Source: an optimization exercise on an open RTL-to-GDS flow (aim: small area, a short achievable clock period and few clock cycles per item). Production flows keep margins and buffers that such runs may drop. Only simulation tests tie the RTL to the original design; equivalence was not proved. No activity file was given, so power comes from the tool's default toggle rates.

--- design.v ---
module sum_stationary #(
  parameter int DATA_WIDTH = 8,
  parameter int N = 4,
  parameter int C_DATA_WIDTH = (2 * DATA_WIDTH) + $clog2(N),
  parameter int COUNTER_BITS = 16,
  parameter int LEN_BITS = 12,     
  parameter int SPLIT = 13         
) (
  input                             clk,
  input                             reset,
  input                             a_input_valid,
  input                             b_input_valid,
  input                             output_ready,
  output                            input_ready,
  output logic                      output_valid,
  input                             output_by_row,
  input        [COUNTER_BITS-1:0]   len_input,
  input        [N*DATA_WIDTH-1:0]   a_data,
  input        [N*DATA_WIDTH-1:0]   b_data,
  output logic [N*C_DATA_WIDTH-1:0] c_data_streaming
);
  localparam int DW = DATA_WIDTH;
  localparam int CW = C_DATA_WIDTH;
  logic                in_first;   
  logic [LEN_BITS-1:0] rem;        
  logic                rem_is1;    
  logic                v_r, f_r, l_r;    
  logic [N*DW-1:0]     a_r;              
  logic [N*10-1:0]     t_r;              
  logic [N*4-1:0]      s1_r, s2_r, s3_r;  
  logic                full;       
  logic                b0;         
  logic [N-1:1]        rs, cs;     
  logic                last_beat;
  assign last_beat = rs[N-1] || cs[N-1];
  logic out_xfer;
  assign out_xfer = full && output_ready && !reset;
  assign input_ready = !in_first ||
                       (!(v_r && l_r) && (!full || (last_beat && output_ready)));
  logic hs;
  assign hs = a_input_valid && b_input_valid && input_ready && !reset;
  logic len_is1;
  assign len_is1 = len_input[LEN_BITS-1:0] == 1;
  always_ff @(posedge clk) begin
    if (reset) begin
      in_first <= 1'b1;
      rem      <= '0;
      rem_is1  <= 1'b0;
      v_r      <= 1'b0;
      f_r      <= 1'b0;
      l_r      <= 1'b0;
    end else begin
      v_r <= hs;
      f_r <= hs && in_first;
      l_r <= hs && (in_first ? len_is1 : rem_is1);
      if (hs) begin
        if (in_first) begin
          rem      <= len_input[LEN_BITS-1:0] - 1'b1;
          rem_is1  <= len_input[LEN_BITS-1:0] == 2;
          in_first <= len_is1;
        end else begin
          rem      <= rem - 1'b1;
          rem_is1  <= rem == 2;
          in_first <= rem_is1;
        end
      end
    end
  end
  always_ff @(posedge clk) begin
    a_r <= a_data;
    for (int r = 0; r < N; r++)
      t_r[r*10 +: 10] <= {2'b00, a_data[r*DW +: DW]} + {1'b0, a_data[r*DW +: DW], 1'b0};
    for (int c = 0; c < N; c++)
      for (int k = 0; k < 4; k++) begin
        s1_r[4*c+k] <= hs && b_data[c*DW + 2*k +: 2] == 2'd1;
        s2_r[4*c+k] <= hs && b_data[c*DW + 2*k +: 2] == 2'd2;
        s3_r[4*c+k] <= hs && b_data[c*DW + 2*k +: 2] == 2'd3;
      end
  end
  logic [CW-1:0] acc [N][N];
  logic          cp [N][N];
  logic [CW-1:0] res [N][N];      
  generate
    genvar i, j;
    for (i = 0; i < N; i++) begin : row
      for (j = 0; j < N; j++) begin : col
        logic [CW-1:0] acc_in, acc_nx;
        logic cp_nx;
        assign acc_in = f_r ? {CW{1'b0}} : acc[i][j];
        assign res[i][j] = {acc[i][j][CW-1:SPLIT] + cp[i][j], acc[i][j][SPLIT-1:0]};
        ss_mac18 u_mac (
          .cp(!f_r && cp[i][j]),
          .co(cp_nx),
          .a(a_r[i*DW +: DW]),
          .t(t_r[i*10 +: 10]),
          .s1(s1_r[4*j +: 4]),
          .s2(s2_r[4*j +: 4]),
          .s3(s3_r[4*j +: 4]),
          .c(acc_in),
          .y(acc_nx)
        );
        always_ff @(posedge clk) begin
          acc[i][j] <= acc_nx;
          cp[i][j]  <= cp_nx;
        end
      end
    end
  endgenerate
  always_ff @(posedge clk) begin
    if (reset) begin
      full <= 1'b0;
      b0   <= 1'b1;
      rs   <= '0;
      cs   <= '0;
    end else begin
      if (out_xfer) begin
        b0 <= last_beat;
        rs <= {rs[N-2:1], b0 && output_by_row};
        cs <= {cs[N-2:1], b0 && !output_by_row};
      end
      if (v_r && l_r) full <= 1'b1;
      else if (out_xfer && last_beat) full <= 1'b0;
    end
  end
  assign output_valid = full;
  always_comb begin
    for (int e = 0; e < N; e++) begin
      c_data_streaming[e*CW +: CW] = b0 ? (output_by_row ? res[0][e] : res[e][0]) : '0;
      for (int r = 1; r < N; r++) begin
        c_data_streaming[e*CW +: CW] = c_data_streaming[e*CW +: CW]
                                      | ({CW{rs[r]}} & acc[r][e])
                                      | ({CW{cs[r]}} & acc[e][r]);
      end
    end
  end
endmodule
module ss_mac18 (input [7:0] a, input [9:0] t, input [3:0] s1, input [3:0] s2, input [3:0] s3, input [17:0] c, input cp, output co, output [17:0] y);
  wire t1, t2, t3, t4, t5, t6, t7, t8, t9, t10, t11, t12, t13, t14, t15, t16, t17, t18, t19, t20, t21, t22, t23, t24, t25, t26, t27, t28, t29, t30, t31, t32, t33, t34, t35, t36, t37, t38, t39, t40, t41, t42, t43, t44, t45, t46, t47, t48, t49, t50, t51, t52, t53, t54, t55, t56, t57, t58, t59, t60;
  assign t1 = ((s1[0] & a[6]) | (s2[0] & a[5]) | (s3[0] & t[6])) ^ ((s1[1] & a[4]) | (s2[1] & a[3]) | (s3[1] & t[4]));
  assign t2 = ((s1[0] & a[6]) | (s2[0] & a[5]) | (s3[0] & t[6])) & ((s1[1] & a[4]) | (s2[1] & a[3]) | (s3[1] & t[4]));
  assign t3 = ((s1[0] & a[7]) | (s2[0] & a[6]) | (s3[0] & t[7])) ^ ((s1[1] & a[5]) | (s2[1] & a[4]) | (s3[1] & t[5])) ^ ((s1[2] & a[3]) | (s2[2] & a[2]) | (s3[2] & t[3]));
  assign t4 = (((s1[0] & a[7]) | (s2[0] & a[6]) | (s3[0] & t[7])) & ((s1[1] & a[5]) | (s2[1] & a[4]) | (s3[1] & t[5]))) | (((s1[0] & a[7]) | (s2[0] & a[6]) | (s3[0] & t[7])) & ((s1[2] & a[3]) | (s2[2] & a[2]) | (s3[2] & t[3]))) | (((s1[1] & a[5]) | (s2[1] & a[4]) | (s3[1] & t[5])) & ((s1[2] & a[3]) | (s2[2] & a[2]) | (s3[2] & t[3])));
  assign t5 = ((s2[0] & a[7]) | (s3[0] & t[8])) ^ ((s1[1] & a[6]) | (s2[1] & a[5]) | (s3[1] & t[6])) ^ ((s1[2] & a[4]) | (s2[2] & a[3]) | (s3[2] & t[4]));
  assign t6 = (((s2[0] & a[7]) | (s3[0] & t[8])) & ((s1[1] & a[6]) | (s2[1] & a[5]) | (s3[1] & t[6]))) | (((s2[0] & a[7]) | (s3[0] & t[8])) & ((s1[2] & a[4]) | (s2[2] & a[3]) | (s3[2] & t[4]))) | (((s1[1] & a[6]) | (s2[1] & a[5]) | (s3[1] & t[6])) & ((s1[2] & a[4]) | (s2[2] & a[3]) | (s3[2] & t[4])));
  assign t7 = ((s3[0] & t[9])) ^ ((s1[1] & a[7]) | (s2[1] & a[6]) | (s3[1] & t[7])) ^ ((s1[2] & a[5]) | (s2[2] & a[4]) | (s3[2] & t[5]));
  assign t8 = (((s3[0] & t[9])) & ((s1[1] & a[7]) | (s2[1] & a[6]) | (s3[1] & t[7]))) | (((s3[0] & t[9])) & ((s1[2] & a[5]) | (s2[2] & a[4]) | (s3[2] & t[5]))) | (((s1[1] & a[7]) | (s2[1] & a[6]) | (s3[1] & t[7])) & ((s1[2] & a[5]) | (s2[2] & a[4]) | (s3[2] & t[5])));
  assign t9 = ((s2[1] & a[7]) | (s3[1] & t[8])) ^ ((s1[2] & a[6]) | (s2[2] & a[5]) | (s3[2] & t[6]));
  assign t10 = ((s2[1] & a[7]) | (s3[1] & t[8])) & ((s1[2] & a[6]) | (s2[2] & a[5]) | (s3[2] & t[6]));
  assign t11 = ((s3[1] & t[9])) ^ ((s1[2] & a[7]) | (s2[2] & a[6]) | (s3[2] & t[7]));
  assign t12 = ((s3[1] & t[9])) & ((s1[2] & a[7]) | (s2[2] & a[6]) | (s3[2] & t[7]));
  assign t13 = ((s1[0] & a[4]) | (s2[0] & a[3]) | (s3[0] & t[4])) ^ ((s1[1] & a[2]) | (s2[1] & a[1]) | (s3[1] & t[2]));
  assign t14 = ((s1[0] & a[4]) | (s2[0] & a[3]) | (s3[0] & t[4])) & ((s1[1] & a[2]) | (s2[1] & a[1]) | (s3[1] & t[2]));
  assign t15 = ((s1[0] & a[5]) | (s2[0] & a[4]) | (s3[0] & t[5])) ^ ((s1[1] & a[3]) | (s2[1] & a[2]) | (s3[1] & t[3])) ^ ((s1[2] & a[1]) | (s2[2] & a[0]) | (s3[2] & t[1]));
  assign t16 = (((s1[0] & a[5]) | (s2[0] & a[4]) | (s3[0] & t[5])) & ((s1[1] & a[3]) | (s2[1] & a[2]) | (s3[1] & t[3]))) | (((s1[0] & a[5]) | (s2[0] & a[4]) | (s3[0] & t[5])) & ((s1[2] & a[1]) | (s2[2] & a[0]) | (s3[2] & t[1]))) | (((s1[1] & a[3]) | (s2[1] & a[2]) | (s3[1] & t[3])) & ((s1[2] & a[1]) | (s2[2] & a[0]) | (s3[2] & t[1])));
  assign t17 = ((s1[2] & a[2]) | (s2[2] & a[1]) | (s3[2] & t[2])) ^ ((s1[3] & a[0]) | (s3[3] & t[0])) ^ c[6];
  assign t18 = (((s1[2] & a[2]) | (s2[2] & a[1]) | (s3[2] & t[2])) & ((s1[3] & a[0]) | (s3[3] & t[0]))) | (((s1[2] & a[2]) | (s2[2] & a[1]) | (s3[2] & t[2])) & c[6]) | (((s1[3] & a[0]) | (s3[3] & t[0])) & c[6]);
  assign t19 = ((s1[3] & a[1]) | (s2[3] & a[0]) | (s3[3] & t[1])) ^ c[7] ^ t3;
  assign t20 = (((s1[3] & a[1]) | (s2[3] & a[0]) | (s3[3] & t[1])) & c[7]) | (((s1[3] & a[1]) | (s2[3] & a[0]) | (s3[3] & t[1])) & t3) | (c[7] & t3);
  assign t21 = ((s1[3] & a[2]) | (s2[3] & a[1]) | (s3[3] & t[2])) ^ c[8] ^ t5;
  assign t22 = (((s1[3] & a[2]) | (s2[3] & a[1]) | (s3[3] & t[2])) & c[8]) | (((s1[3] & a[2]) | (s2[3] & a[1]) | (s3[3] & t[2])) & t5) | (c[8] & t5);
  assign t23 = ((s1[3] & a[3]) | (s2[3] & a[2]) | (s3[3] & t[3])) ^ c[9] ^ t7;
  assign t24 = (((s1[3] & a[3]) | (s2[3] & a[2]) | (s3[3] & t[3])) & c[9]) | (((s1[3] & a[3]) | (s2[3] & a[2]) | (s3[3] & t[3])) & t7) | (c[9] & t7);
  assign t25 = ((s1[3] & a[4]) | (s2[3] & a[3]) | (s3[3] & t[4])) ^ c[10] ^ t9;
  assign t26 = (((s1[3] & a[4]) | (s2[3] & a[3]) | (s3[3] & t[4])) & c[10]) | (((s1[3] & a[4]) | (s2[3] & a[3]) | (s3[3] & t[4])) & t9) | (c[10] & t9);
  assign t27 = ((s1[3] & a[5]) | (s2[3] & a[4]) | (s3[3] & t[5])) ^ c[11] ^ t11;
  assign t28 = (((s1[3] & a[5]) | (s2[3] & a[4]) | (s3[3] & t[5])) & c[11]) | (((s1[3] & a[5]) | (s2[3] & a[4]) | (s3[3] & t[5])) & t11) | (c[11] & t11);
  assign t29 = ((s2[2] & a[7]) | (s3[2] & t[8])) ^ ((s1[3] & a[6]) | (s2[3] & a[5]) | (s3[3] & t[6])) ^ c[12];
  assign t30 = (((s2[2] & a[7]) | (s3[2] & t[8])) & ((s1[3] & a[6]) | (s2[3] & a[5]) | (s3[3] & t[6]))) | (((s2[2] & a[7]) | (s3[2] & t[8])) & c[12]) | (((s1[3] & a[6]) | (s2[3] & a[5]) | (s3[3] & t[6])) & c[12]);
  assign t31 = ((s3[2] & t[9])) ^ ((s1[3] & a[7]) | (s2[3] & a[6]) | (s3[3] & t[7])) ^ c[13];
  assign t32 = (((s3[2] & t[9])) & ((s1[3] & a[7]) | (s2[3] & a[6]) | (s3[3] & t[7]))) | (((s3[2] & t[9])) & c[13]) | (((s1[3] & a[7]) | (s2[3] & a[6]) | (s3[3] & t[7])) & c[13]);
  assign t33 = ((s1[0] & a[2]) | (s2[0] & a[1]) | (s3[0] & t[2])) ^ ((s1[1] & a[0]) | (s3[1] & t[0]));
  assign t34 = ((s1[0] & a[2]) | (s2[0] & a[1]) | (s3[0] & t[2])) & ((s1[1] & a[0]) | (s3[1] & t[0]));
  assign t35 = ((s1[0] & a[3]) | (s2[0] & a[2]) | (s3[0] & t[3])) ^ ((s1[1] & a[1]) | (s2[1] & a[0]) | (s3[1] & t[1])) ^ c[3];
  assign t36 = (((s1[0] & a[3]) | (s2[0] & a[2]) | (s3[0] & t[3])) & ((s1[1] & a[1]) | (s2[1] & a[0]) | (s3[1] & t[1]))) | (((s1[0] & a[3]) | (s2[0] & a[2]) | (s3[0] & t[3])) & c[3]) | (((s1[1] & a[1]) | (s2[1] & a[0]) | (s3[1] & t[1])) & c[3]);
  assign t37 = ((s1[2] & a[0]) | (s3[2] & t[0])) ^ c[4] ^ t13;
  assign t38 = (((s1[2] & a[0]) | (s3[2] & t[0])) & c[4]) | (((s1[2] & a[0]) | (s3[2] & t[0])) & t13) | (c[4] & t13);
  assign t39 = c[5] ^ t15 ^ t14;
  assign t40 = (c[5] & t15) | (c[5] & t14) | (t15 & t14);
  assign t41 = t1 ^ t17 ^ t16;
  assign t42 = (t1 & t17) | (t1 & t16) | (t17 & t16);
  assign t43 = t2 ^ t19 ^ t18;
  assign t44 = (t2 & t19) | (t2 & t18) | (t19 & t18);
  assign t45 = t4 ^ t21 ^ t20;
  assign t46 = (t4 & t21) | (t4 & t20) | (t21 & t20);
  assign t47 = t6 ^ t23 ^ t22;
  assign t48 = (t6 & t23) | (t6 & t22) | (t23 & t22);
  assign t49 = t8 ^ t25 ^ t24;
  assign t50 = (t8 & t25) | (t8 & t24) | (t25 & t24);
  assign t51 = t10 ^ t27 ^ t26;
  assign t52 = (t10 & t27) | (t10 & t26) | (t27 & t26);
  assign t53 = t12 ^ t29 ^ t28;
  assign t54 = (t12 & t29) | (t12 & t28) | (t29 & t28);
  assign t55 = cp ^ t31 ^ t30;
  assign t56 = (cp & t31) | (cp & t30) | (t31 & t30);
  assign t57 = ((s2[3] & a[7]) | (s3[3] & t[8])) ^ c[14] ^ t32;
  assign t58 = (((s2[3] & a[7]) | (s3[3] & t[8])) & c[14]) | (((s2[3] & a[7]) | (s3[3] & t[8])) & t32) | (c[14] & t32);
  assign t59 = ((s3[3] & t[9])) ^ c[15];
  assign t60 = ((s3[3] & t[9])) & c[15];
  wire [17:0] r0 = {c[17], c[16], t59, t57, t55, t53, t51, t49, t47, t45, t43, t41, t39, t37, t35, c[2], ((s1[0] & a[1]) | (s2[0] & a[0]) | (s3[0] & t[1])), ((s1[0] & a[0]) | (s3[0] & t[0]))};
  wire [17:0] r1 = {1'b0, t60, t58, t56, t54, t52, t50, t48, t46, t44, t42, t40, t38, t36, t34, t33, c[1], c[0]};
  wire [13:0] ylo = r0[12:0] + r1[12:0];
  assign y[12:0] = ylo[12:0];
  assign co = ylo[13];
  assign y[17:13] = r0[17:13] + r1[17:13];
endmodule
--- flow/run.sh ---
#!/bin/bash
# The standard layout (standard synthesis, floorplan, placement, CTS,
# routing), with one change: the input and output port buffers that
# global placement inserts are plain buf_2 cells, which the resizer may
# upsize, instead of the clkdlybuf4s50 delay cells buffer_ports picks on
# its own. Every port still gets its buffer.
set -euo pipefail
export BUFFER_PORTS_ARGS="-buffer_cell sky130_fd_sc_hd__buf_2"
bash standard.sh finish > run_standard.log 2>&1
--- standard.sh ---
#!/bin/bash
# synth_recipe.tcl (not shown) runs the flow's synth.tcl, then flattens the netlist and writes it again
# the make line also repeats each setting of config.mk as NAME=value (left out here)
make -C /OpenROAD-flow-scripts/flow DESIGN_CONFIG=/design/flow/config.mk WORK_HOME=/design/flow/orfs CLKGATE_MAP_FILE= SYNTH_SCRIPT=/design/flow/synth_recipe.tcl "${@:-finish}"
--- config.mk ---
export PLATFORM = sky130hd
export DESIGN_NAME = sum_stationary
export DESIGN_NICKNAME = sum_stationary
export VERILOG_FILES = /design/flow/design.v
export SDC_FILE = /design/flow/constraint.sdc
export NUM_CORES = 4
export LEC_CHECK = 0
export CAP_MARGIN = 20
export CORE_MARGIN = 2
export CORE_UTILIZATION = 40
export PLACE_DENSITY = 0.6
export SETUP_SLACK_MARGIN = 2.0
export SLEW_MARGIN = 20
--- constraint.sdc ---
create_clock -name core_clock -period 6.0 [get_ports {clk}]
set_input_delay 1.2000 -clock core_clock [delete_from_list [all_inputs] [get_ports {clk}]]
set_output_delay 1.2000 -clock core_clock [all_outputs]
set_load 0.01 [all_outputs]
==> flow_summary.rst <==
.. list-table::
   :header-rows: 1

   * - Metric
     - Value
   * - Run status
     - finished clean
   * - Die Y
     - ~340 um
   * - Area of the core
     - roughly 0.11 mm2
   * - Static Leakage
     - 26.4 nW
   * - Synthesized net count
     - between 5000 and 6000
   * - Worst max-slew margin expressed relative to the limit
     - between 10% and 20%
   * - Rows
     - between 100 and 150
   * - Clock insertion delay at the later pin of the skew report
     - between 0.6 and 0.7 ns
   * - Design Power
     - around 17 mW
   * - Iteration-0 DRC Markers
     - approximately 8500
   * - Hold Violations, Final
     - 0
   * - Synthesized area divided by synthesized cell count
     - between 9 and 10 um2
   * - Transition time of the tightest slew-check pin
     - about 1.2 ns
   * - Gr usage total
     - between 30 and 40%
   * - Number of DRC violations after detailed routing
     - 0
   * - Total number of yosys warnings
     - 4
   * - Synth cell types
     - 68
   * - Number of levels in the clock H-tree
     - 2
   * - Crit path DAT
     - approximately 4.6 ns
   * - Overflow left after global routing
     - 0
   * - Max VDD drop
     - between 0.2 and 0.25 mV
   * - Number of buffers on the longest clock path
     - 3
   * - RSZ-0062 raised after global routing
     - true
   * - Vias
     - 42869
   * - Global-route wire length before repair
     - between 200000 and 300000 um
   * - Die footprint
     - 0.116 mm2
   * - Clk Tree Root Cell
     - sky130_fd_sc_hd__clkbuf_16
   * - Fraction of layout instances using a drive strength above 1
     - approximately 17%
   * - Mapped cell area
     - around 0.045 mm2
   * - Min-Delay Startpoint
     - rem[11]
   * - Max Freq
     - roughly 250 MHz
   * - Setup clock skew after layout
     - about 0.033 ns
   * - Top flip-flop cell by instance count after synthesis
     - sky130_fd_sc_hd__dfxtp_1
   * - Most used cells in the layout excluding fill and tap cells
     - sky130_fd_sc_hd__inv_1, sky130_fd_sc_hd__a222oi_1, sky130_fd_sc_hd__fa_1, sky130_fd_sc_hd__ha_1, sky130_fd_sc_hd__dfxtp_1
   * - Final net count
     - about 6000
   * - Number of synthesized register bits
     - ~450
   * - Setup slack on the worst flop-to-flop path
     - about 2.0 ns
   * - Post-synth EDFFs
     - 0
   * - Initial cell density of the core
     - between 40% and 50%
   * - Time the final worst path needs with I/O delays and setup
     - between 4 and 5 ns
   * - Global placement routability congestion
     - 1.01
   * - Clock Pin Slew Worst Setup and Hold Paths
     - about 0.060 ns
   * - Final HPWL DP
     - about 140000 um
   * - Total CTS buffers
     - 57
   * - Routed Wire Length
     - 196000 um
   * - End point of the worst hold path
     - rem[11]
   * - Critical path launch point type
     - flop
   * - Number of fill cells in the layout
     - 10633
   * - Total I/O pin count
     - 160
   * - Crit-path max FO
     - 11
   * - Number of vias per cell
     - roughly 6.5
   * - Number of standard cells after synthesis
     - around 5000
   * - Power per standard cell area
     - 328 mW/mm2
   * - Worst r2r path cells
     - 13
   * - Data required time at the worst endpoint
     - 6.60 ns
   * - Max-cap check violation count
     - 0
   * - Async S/R FF share, synth
     - 0%
   * - Most frequent standard cell in the layout excluding fill and tap cells
     - sky130_fd_sc_hd__inv_1
   * - Port Buffer Count
     - roughly 160
   * - Hold Crit Class
     - reg2reg
   * - DR WL/cell
     - between 20 and 30 um
   * - Share of the yosys chip area belonging to registers
     - 19.7%
   * - Signed area change from the synthesized netlist to the final layout
     - 16.8%
   * - Number of clock sinks
     - ~450
   * - CTS hold repair buffers
     - 0
   * - Maximum number of pins on one net before global-route repair
     - 57
   * - Number of global-route vias before repair
     - roughly 42000
   * - Critical register-to-register path endpoint
     - acc[4][12]
   * - Final clock period utilization by the worst path
     - a little under 70%
   * - Final sum of negative setup slack
     - 0 ns
   * - Type of the worst setup path
     - reg2reg
   * - Number of max-slew violations in the final report
     - 0
   * - Reg-to-reg critical path startpoint
     - s1_r[1]
   * - X dimension of the die
     - about 340 um
   * - Endpoint kind of the worst setup timing path
     - flop
   * - Detail Route Antenna Nets
     - 0
   * - Final count of negative-setup-slack endpoints
     - 0
   * - Hold depth
     - 2
   * - Antenna violations before repair
     - 11
   * - CTS tree
     - done
   * - First drt pass iteration count
     - 15
-- sequential cells by signal, indices dropped and copies added (netlist names), 12 cells and up --
name / count
s2_r: 16
t_r: 40
acc: 288
a_r: 28
s3_r: 16
s1_r: 16
rem: 12
cp: 16
-- cells by family (layout without fill, tap and decap cells) --
| group | after synthesis | in the layout | synth area share, % |
|---|---|---|---|
| compound gates | 1293 | 1293 | 23.1 |
| buf+inv | 1053 | 1222 | 8.81 |
| simple gates | 1031 | 1031 | 12.0 |
| fa+ha+maj | 841 | 841 | 30.2 |
| flops | 445 | 445 | 19.7 |
| xor+xnor | 258 | 258 | 4.99 |
| mux | 48 | 48 | 1.19 |
| other cells | 0 | 7 | 0 |
-- where the power goes --
group | internal (mW) | switching [mW] | total [mW] | leakage, nW
Combinational | 3.56 | 4.63 | 8.19 | 21.7
Clock | 2.22 | 1.57 | 3.79 | 0.965
Sequential | 3.91 | 1.47 | 5.38 | 3.74
Total | 9.69 | 7.67 | 17.4 | 26.4
-- how the worst max path moves through the flow --
stage	endpoint	slack, ns	depth (start not counted)	start
floorplan	acc[9][12]	2.00	17	s1_r[6]
global placement	cp[9]	1.31	13	s3_r[6]
detailed placement	cp[9]	1.31	13	s3_r[6]
CTS	acc[4][12]	1.90	12	a_r[12]
global route	acc[4][12]	1.84	13	s1_r[1]
finish	acc[4][12]	1.96	13	s1_r[1]
-- cell usage after synthesis, types with 150 or more instances --
master                     count  area share (%)
sky130_fd_sc_hd__nand2_1     215             1.8
sky130_fd_sc_hd__clkbuf_1    342             2.8
sky130_fd_sc_hd__nor2_1      150             1.2
sky130_fd_sc_hd__a222oi_1    463              10
sky130_fd_sc_hd__ha_1        421              12
sky130_fd_sc_hd__a21oi_1     192             2.1
sky130_fd_sc_hd__fa_1        420              19
sky130_fd_sc_hd__dfxtp_1     445              20
sky130_fd_sc_hd__a22oi_1     182             3.0
sky130_fd_sc_hd__nor2b_1     321             4.4
sky130_fd_sc_hd__xnor2_1     187             3.6
sky130_fd_sc_hd__inv_1       644             5.3
-- repair_timing --
action	CTS	global route
resized for setup	200	236
cloned	5	10
pin swaps	19	194
setup buffers	39	78
setup endpoints to repair	145	76
-- final cells by class --
type	instances	area, um2	area share, %
Inverter	645	2420	4.58
Antenna cell	7	17.5	0.0331
Sequential cell	445	9200	17.4
Tap cell	1500	1880	3.55
Clock inverter	28	360	0.682
Clock buffer	79	1640	3.11
Multi-Input combinational cell	3471	33000	62.5
Timing Repair Buffer	470	4310	8.15
-- metal layers --
layer | vias to the layer above | GRT usage, % | wire (um) | share of wire, %
li1 | 18172 | - | - | -
met1 | 20677 | 39.8 | 69700 | 36
met2 | 3158 | 48.0 | 81300 | 41
met3 | 854 | 10.3 | 28800 | 15
met4 | 8 | 21.3 | 16500 | 8.4
met5 | - | 0 | 46 | 0.023
-- through the flow --
stage | hold slack (ns) | setup WS (ns) | util, % | std cells | cell area, um2
2_1_floorplan | 0.441 | 2.00 | - | 4969 | 45300
3_3_place_gp | 0.450 | 1.31 | 42.6 | 6399 | 47900
3_5_place_dp | 0.467 | 1.31 | 42.6 | 6399 | 47900
4_1_cts | 0.476 | 1.90 | 45.4 | 6550 | 51000
5_1_grt | 0.502 | 1.84 | 47.0 | 6641 | 52800
6_report | 0.476 | 1.96 | 47.0 | 6645 | 52900
-- worst max-delay path, stage by stage, from the launching register on --
cell,delay [ns]
sky130_fd_sc_hd__dfxtp_4,0.37
sky130_fd_sc_hd__buf_12,0.15
sky130_fd_sc_hd__buf_12,0.15
sky130_fd_sc_hd__a222oi_1,0.45
sky130_fd_sc_hd__fa_1,0.49
sky130_fd_sc_hd__inv_1,0.09
sky130_fd_sc_hd__fa_1,0.41
sky130_fd_sc_hd__fa_1,0.47
sky130_fd_sc_hd__ha_2,0.20
sky130_fd_sc_hd__or3_1,0.36
sky130_fd_sc_hd__a211o_1,0.30
sky130_fd_sc_hd__a31o_2,0.24
sky130_fd_sc_hd__a21oi_2,0.13
sky130_fd_sc_hd__xnor2_1,0.13
Testbench counts, summed over its fixed seeds: cycles 5,211, tiles 128.

-- static timing again, ports no longer ideal --
The flow's constraints put no driver on any port. The routed layout listed below was extracted and timed again, unchanged, in two steps.
Step 1 sets driving cells, clkbuf_16 on the clock port and buf_2 on the other inputs (assumed; they add their load-dependent delay and slew).
Step 2 moves the port delays by t, midway between the first and last clock arrival at a register: inputs arrive t later, outputs are due t later. That takes back most of the time a late clock gives input paths.
Three values: ideal, step 1, step 2; two values: the first two.
t (ns): 0.740
setup WS [ns]: 1.957 / 1.898 / 1.957
worst setup path at the end: register to register
After both steps this run still meets setup and hold. The setup slack of this run moves by -0.059 ns with the drivers and by 0.000 ns with both steps.
